What follows belongs to an exercise in optimizing a design on an open flow for small area and a short achievable clock period; a production flow would make more cautious choices.
Only simulation tests tie the RTL to the original design; equivalence was not proved.
The clock input has no modelled driver; a real chip could not lean on it and would need a root buffer or a full tree.
No activity file was given, so power comes from the tool's default toggle rates.

run A:
// fifo_priority
module fifo_priority #(
    parameter DATA_WIDTH = 32,
    parameter DEPTH = 16,
    parameter ADDR_WIDTH = 4    
)(
    input wire clk,
    input wire rst,
    input wire hp_wr_en,
    input wire [DATA_WIDTH-1:0] hp_din,
    input wire lp_wr_en,
    input wire [DATA_WIDTH-1:0] lp_din,
    input wire rd_en,
    output reg [DATA_WIDTH-1:0] dout,
    output wire hp_empty,
    output wire lp_empty,
    output wire hp_full,
    output wire lp_full
);
wire [15:0]  hp_rsel, lp_rsel, hp_rsel_b, lp_rsel_b;
wire [511:0] hp_mem, lp_mem;
wire hp_pop = rd_en & hp_ne;
wire hp_empty_n, lp_empty_n;
wire hp_ne, lp_ne;
reg  lp_ok;
always @(posedge clk)
    lp_ok <= hp_empty_n & ~lp_empty_n;
wire lp_pop = rd_en & lp_ok;
fifo_queue16 hpq (
    .clk(clk), .rst(rst), .wr_en(hp_wr_en), .din(hp_din), .pop(hp_pop),
    .rsel(hp_rsel), .rsel_b(hp_rsel_b), .mem_q(hp_mem), .empty(hp_empty), .full(hp_full), .ne(hp_ne), .empty_n(hp_empty_n)
);
fifo_queue16 lpq (
    .clk(clk), .rst(rst), .wr_en(lp_wr_en), .din(lp_din), .pop(lp_pop),
    .rsel(lp_rsel), .rsel_b(lp_rsel_b), .mem_q(lp_mem), .empty(lp_empty), .full(lp_full), .ne(lp_ne), .empty_n(lp_empty_n)
);
wire fire  = rd_en & (hp_ne | lp_ok);
wire hload = rd_en & hp_ne & ~rst;
wire lload = rd_en & lp_ok & ~rst;
wire hold  = ~fire & ~rst;
wire [31:0] dout_d;
genvar b, e;
generate
    for (b = 0; b < 32; b = b + 1) begin : bit_
        wire [7:0] hd0, hd1, ld0, ld1;
        for (e = 0; e < 8; e = e + 1) begin : ent
            assign hd0[e] = hp_mem[32*e + b];
            assign hd1[e] = hp_mem[32*(e+8) + b];
            assign ld0[e] = lp_mem[32*e + b];
            assign ld1[e] = lp_mem[32*(e+8) + b];
        end
        wire [3:0] p;
        wire [15:0] hs = (b < 16) ? hp_rsel : hp_rsel_b;
        wire [15:0] ls = (b < 16) ? lp_rsel : lp_rsel_b;
  ...
Settings: LEC_CHECK=0, CAP_MARGIN=20, CORE_MARGIN=2, CORE_UTILIZATION=71, SETUP_SLACK_MARGIN=1.15, SLEW_MARGIN=20, SYNTH_HIERARCHICAL=1, SYNTH_MINIMUM_KEEP_SIZE=0, TNS_END_PERCENT=20; clock period 2.5 ns.
standard.sh (not shown) runs the stock make flow with config.mk's settings and CLKGATE_MAP_FILE= SYNTH_SCRIPT=/design/flow/synth_recipe.tcl, a recipe that flattens the netlist after the stock synthesis.
==> flow/flow/run.sh <==
#!/bin/bash
# Standard ORFS layout (the standard.sh), except that:
#  - the clock tree is built by flow/cts_tree.tcl (a PRE_CTS_TCL hook)
#    instead of ORFS's CTS;
#  - the port buffers are buf_2 cells (ORFS's default pick is a delay cell).
set -euo pipefail
work=$(pwd)
bash standard.sh PRE_CTS_TCL="$work/flow/cts_tree.tcl" \
    "BUFFER_PORTS_ARGS=-inputs -outputs -buffer_cell sky130_fd_sc_hd__buf_2" \
    finish > "$work/standard_flow.log" 2>&1
Other scripts of this flow, unchanged in this note and not shown: flow/flow/cts_tree.tcl
Run A finished end to end and its layout was clean on timing, DRC and antenna.
What run B does differently from run A at the input level:
- changing CORE_UTILIZATION from 71 to 68
- changing SETUP_SLACK_MARGIN from 1.15 to 1.0
~same total chip power in run B and run A. Run B vs. run A: share of the clock period used by the worst path after layout rose by 2.4 points, final core utilization lower, final worst-path setup slack went down by 59 ps, die area rose by about 4.3%, routed wire length went down. Remaining max-slew budget at the tightest pin: run B vs run A down 3.8 points. Run B vs run A, global-route usage went down by 3.5 points. Going from run A to run B, fmax decreased 3.8%, critical path required time essentially unchanged.
Input-level comparison between run C and run B:
- changing SETUP_SLACK_MARGIN from 1.0 to 1.2
- changing CORE_UTILIZATION from 68 to 74
--- outcome ---
Amount of wire on met3 after detailed routing, run C vs run B: up by more than half
On run C: critical path's largest stage delay is 30 ps lower than what run B gave.
Summary of run C over run B: worst setup slack -44 ps, global-route usage rose by 5.7 points, clock latency reported for the late side of the worst-skew pair went up.
Between run B and run C, sequential share of layout area is higher for run B, run C comes in under that.
Diff run B -> run C | net switching power | up by a few percent
Run C against run B: floorplan die height now smaller, finished layout cell area now larger.
Summary: with run B as the reference, total power after layout in run C moved up slightly.
--- input diff run C..run D ---
- a change of SETUP_SLACK_MARGIN from 1.2 to 1.15
--- outcome ---
Having completed the whole flow, run D delivered a layout that passed the timing, design-rule and antenna checks.
Diff run D and run C: share of cells above drive strength 1 lower in run D
Run D — power 0.00014 W lower, run C as reference
Number of placed instances with taps included across run D and run C: no real change.
Compared to run C, run D has number of setup buffers added after CTS about 64% lower.
diff inputs: run D => run E
- swapping 1.15 for 0.95 in SETUP_SLACK_MARGIN
Findings:
Run E: met2 usage in global routing 3.3 points below run D
Switching share of power: run E < run D
Run E reports a higher sequential share of layout area than run D does.
As far as area after synthesis goes, run E and run D are indistinguishable; the numbers are identical.
From run D to run E the numbers moved as follows: final design instance area without fill -4.2%; relative max-transition margin -9.6 points.
NOTE net switching component of the power run D->run E decreased slightly
[compare] base=run D new=run E: post-placement worst setup slack went down 39 ps; portion of the clock cycle consumed by the worst path in the final layout went up 5.7 points; global-route wire length before repair went down 6000 um; share of layout cells above drive strength 1 went down 7.1 points.
In every run of this note, the design's own scripts or RTL, not TritonCTS, make the clock network.

---

The RTL this note starts from:
==> flow/design.v <==
`timescale 1ns / 1ps
module fifo_queue16 (
    input  wire         clk,
    input  wire         rst,
    input  wire         wr_en,
    input  wire [31:0]  din,
    input  wire         pop,
    output reg  [15:0]  rsel,
    output wire [511:0] mem_q,    
    output reg          empty,      
    output reg          full,
    output reg          ne,         
    output wire         empty_n     
);
reg nf;                             
reg [31:0] mem [0:15];
reg [15:0] wsel;
reg [7:0]  jc;      
wire one     = jc[0] & ~jc[1];    
wire fifteen = jc[7] & ~jc[6];    
wire push    = wr_en & nf;
integer i;
always @(posedge clk) begin
    for (i = 0; i < 16; i = i + 1)
        if (wsel[i]) mem[i] <= din;
end
genvar g;
generate
    for (g = 0; g < 16; g = g + 1) begin : q
        assign mem_q[32*g +: 32] = mem[g];
    end
endgenerate
wire ns    = ~rst;
wire w_r   = ns & ~nf & pop;
wire w_s   = ns & nf & wr_en & ~(fifteen & ~pop);
wire w_h   = ns & nf & ~wr_en;
wire r_w   = ns & ~ne & wr_en;
wire r_s   = ns & ne & pop & ~(one & ~push);
wire r_h   = ns & ne & ~pop;
wire inc   = push & ~pop;
wire dec   = pop & ~push;
wire j_u   = ns & inc;
wire j_d   = ns & dec;
wire j_h   = ns & ~inc & ~dec;
assign empty_n = rst | (~ne & ~push) | (one & pop & ~push);
wire   full_n  = ns & ((~nf & ~pop) | (fifteen & push & ~pop));
wire [15:0] wsel_n, rsel_n;
wire [7:0]  jc_n;
wire [15:0] wsel_rot = {wsel[14:0], wsel[15]};
wire [15:0] rsel_rot = {rsel[14:0], rsel[15]};
wire [7:0]  jc_up    = {jc[6:0], ~jc[7]};
wire [7:0]  jc_dn    = {~jc[0], jc[7:1]};
genvar k;
generate
    for (k = 0; k < 16; k = k + 1) begin : ptr
        fifo_sel3 ws (.a(rsel[k]), .sa(w_r), .b(wsel_rot[k]), .sb(w_s), .c(wsel[k]), .sc(w_h), .y(wsel_n[k]));
        fifo_sel3 rs (.a(wsel[k]), .sa(r_w), .b(rsel_rot[k]), .sb(r_s), .c(rsel[k]), .sc(r_h), .y(rsel_n[k]));
    end
    for (k = 0; k < 8; k = k + 1) begin : cnt
        fifo_sel3 js (.a(jc_up[k]), .sa(j_u), .b(jc_dn[k]), .sb(j_d), .c(jc[k]), .sc(j_h), .y(jc_n[k]));
    end
endgenerate
always @(posedge clk) begin
    wsel  <= {wsel_n[15:1], wsel_n[0] | rst};
    rsel  <= rsel_n;
    jc    <= jc_n;
    empty <= empty_n;
    ne    <= ~empty_n;
    full  <= full_n;
    nf    <= ~full_n;
end
endmodule
module fifo_sel3 (
    input  wire a, sa,
    input  wire b, sb,
    input  wire c, sc,
    output wire y
);
wire na, nb, nc;
fifo_nand2 ga (.a(sa), .b(a), .y(na));
fifo_nand2 gb (.a(sb), .b(b), .y(nb));
fifo_nand2 gc (.a(sc), .b(c), .y(nc));
fifo_nand3 gy (.a(na), .b(nb), .c(nc), .y(y));
endmodule
module fifo_nand2 (input wire a, b, output wire y);
assign y = ~(a & b);
endmodule
module fifo_nand3 (input wire a, b, c, output wire y);
assign y = ~(a & b & c);
endmodule
module fifo_aor8 (
    input  wire [7:0] s,
    input  wire [7:0] d,
    output wire       y
);
assign y = |(s & d);
endmodule
module fifo_dout_next (
    input  wire [3:0] p,
    input  wire       hload,
    input  wire       lload,
    input  wire       hold,
    input  wire       q,
    output wire       y
);
assign y = (hload & (p[0] | p[1])) | (lload & (p[2] | p[3])) | (hold & q);
endmodule
module fifo_priority #(
    parameter DATA_WIDTH = 32,
    parameter DEPTH = 16,
    parameter ADDR_WIDTH = 4    
)(
    input wire clk,
    input wire rst,
    input wire hp_wr_en,
    input wire [DATA_WIDTH-1:0] hp_din,
    input wire lp_wr_en,
    input wire [DATA_WIDTH-1:0] lp_din,
    input wire rd_en,
    output reg [DATA_WIDTH-1:0] dout,
    output wire hp_empty,
    output wire lp_empty,
    output wire hp_full,
    output wire lp_full
);
wire [15:0]  hp_rsel, lp_rsel;
wire [511:0] hp_mem, lp_mem;
wire hp_pop = rd_en & hp_ne;
wire hp_empty_n, lp_empty_n;
wire hp_ne, lp_ne;
reg  lp_ok;
always @(posedge clk)
    lp_ok <= hp_empty_n & ~lp_empty_n;
wire lp_pop = rd_en & lp_ok;
fifo_queue16 hpq (
    .clk(clk), .rst(rst), .wr_en(hp_wr_en), .din(hp_din), .pop(hp_pop),
    .rsel(hp_rsel), .mem_q(hp_mem), .empty(hp_empty), .full(hp_full), .ne(hp_ne), .empty_n(hp_empty_n)
);
fifo_queue16 lpq (
    .clk(clk), .rst(rst), .wr_en(lp_wr_en), .din(lp_din), .pop(lp_pop),
    .rsel(lp_rsel), .mem_q(lp_mem), .empty(lp_empty), .full(lp_full), .ne(lp_ne), .empty_n(lp_empty_n)
);
wire fire  = rd_en & (hp_ne | lp_ok);
wire hload = rd_en & hp_ne & ~rst;
wire lload = rd_en & lp_ok & ~rst;
wire hold  = ~fire & ~rst;
wire [31:0] dout_d;
genvar b, e;
generate
    for (b = 0; b < 32; b = b + 1) begin : bit_
        wire [7:0] hd0, hd1, ld0, ld1;
        for (e = 0; e < 8; e = e + 1) begin : ent
            assign hd0[e] = hp_mem[32*e + b];
            assign hd1[e] = hp_mem[32*(e+8) + b];
            assign ld0[e] = lp_mem[32*e + b];
            assign ld1[e] = lp_mem[32*(e+8) + b];
        end
        wire [3:0] p;
        fifo_aor8 h0 (.s(hp_rsel[7:0]),  .d(hd0), .y(p[0]));
        fifo_aor8 h1 (.s(hp_rsel[15:8]), .d(hd1), .y(p[1]));
        fifo_aor8 l0 (.s(lp_rsel[7:0]),    .d(ld0), .y(p[2]));
        fifo_aor8 l1 (.s(lp_rsel[15:8]),  .d(ld1), .y(p[3]));
        fifo_dout_next n (.p(p), .hload(hload), .lload(lload), .hold(hold), .q(dout[b]), .y(dout_d[b]));
    end
endgenerate
always @(posedge clk)
    dout <= dout_d;
endmodule
Settings: LEC_CHECK=0, CAP_MARGIN=20, CORE_MARGIN=2, CORE_UTILIZATION=74, SETUP_SLACK_MARGIN=0.95, SLEW_MARGIN=20, SYNTH_HIERARCHICAL=1, SYNTH_MINIMUM_KEEP_SIZE=0, TNS_END_PERCENT=20; clock period 2.5 ns.
==> flow/flow/run.sh <==
#!/bin/bash
# Standard ORFS layout (the standard.sh), except that:
#  - the clock tree is built by flow/cts_tree.tcl (a PRE_CTS_TCL hook)
#    instead of ORFS's CTS;
#  - the port buffers are buf_1 cells (ORFS's default pick is a delay cell).
set -euo pipefail
work=$(pwd)
bash standard.sh PRE_CTS_TCL="$work/flow/cts_tree.tcl" \
    "BUFFER_PORTS_ARGS=-inputs -outputs -buffer_cell sky130_fd_sc_hd__buf_1" \
    finish > "$work/standard_flow.log" 2>&1
Other scripts of this flow, unchanged in this note and not shown: flow/flow/cts_tree.tcl
Next try:
==> flow/flow/run.sh (replaced) <==
#!/bin/bash
# Standard ORFS layout (the standard.sh), except that the clock tree is
# built by flow/cts_tree.tcl (a PRE_CTS_TCL hook) instead of ORFS's CTS.
set -euo pipefail
work=$(pwd)
bash standard.sh PRE_CTS_TCL="$work/flow/cts_tree.tcl" finish > "$work/standard_flow.log" 2>&1
Settings changed: CORE_UTILIZATION 74 to 70, TNS_END_PERCENT 20 to default.
Outcome:
- sequential power hardly moves
- setup slack gets better by 0.034 ns
- area after synthesis is unchanged
In every run of this note, the design's own scripts or RTL, not TritonCTS, make the clock network.

-- afterwards: timing with drivers on the ports --
The flow's constraints put no driver on any port. The routed layouts listed below were extracted and timed again, unchanged, in two steps.
Step 1: set_driving_cell puts a clkbuf_16 on clk and a buf_2 on each other input, an assumption about the parent block.
Step 2 times the ports against the registers' clock, not the clock port: input delays grow and output delays shrink by t, the midpoint of the rising clock arrivals with the driver on.
Slacks: no drivers / after step 1 / after step 2; pairs: no drivers / after step 1.
run | t, ns | setup slack, ns | worst data-port slew with drivers (ns)
run A | 0.591 | 0.980 / 0.818 / 0.765 | 0.10
run B | 0.601 | 0.921 / 0.740 / 0.610 | 0.09
run C | 0.611 | 0.877 / 0.798 / 0.598 | 0.12
run D | 0.601 | 1.012 / 0.814 / 0.652 | 0.11
run E | 0.598 | 0.870 / 0.687 / 0.560 | 0.10
the first run of note 2 | 0.538 | 0.877 / 0.785 / 0.543 | 0.12
the second run of note 2 | 0.537 | 0.910 / 0.824 / 0.552 | 0.11
After both steps setup and hold are still met in every run listed. For run D, which loses most, drivers alone change the setup slack by -0.198 ns; drivers and shift together by -0.360 ns.
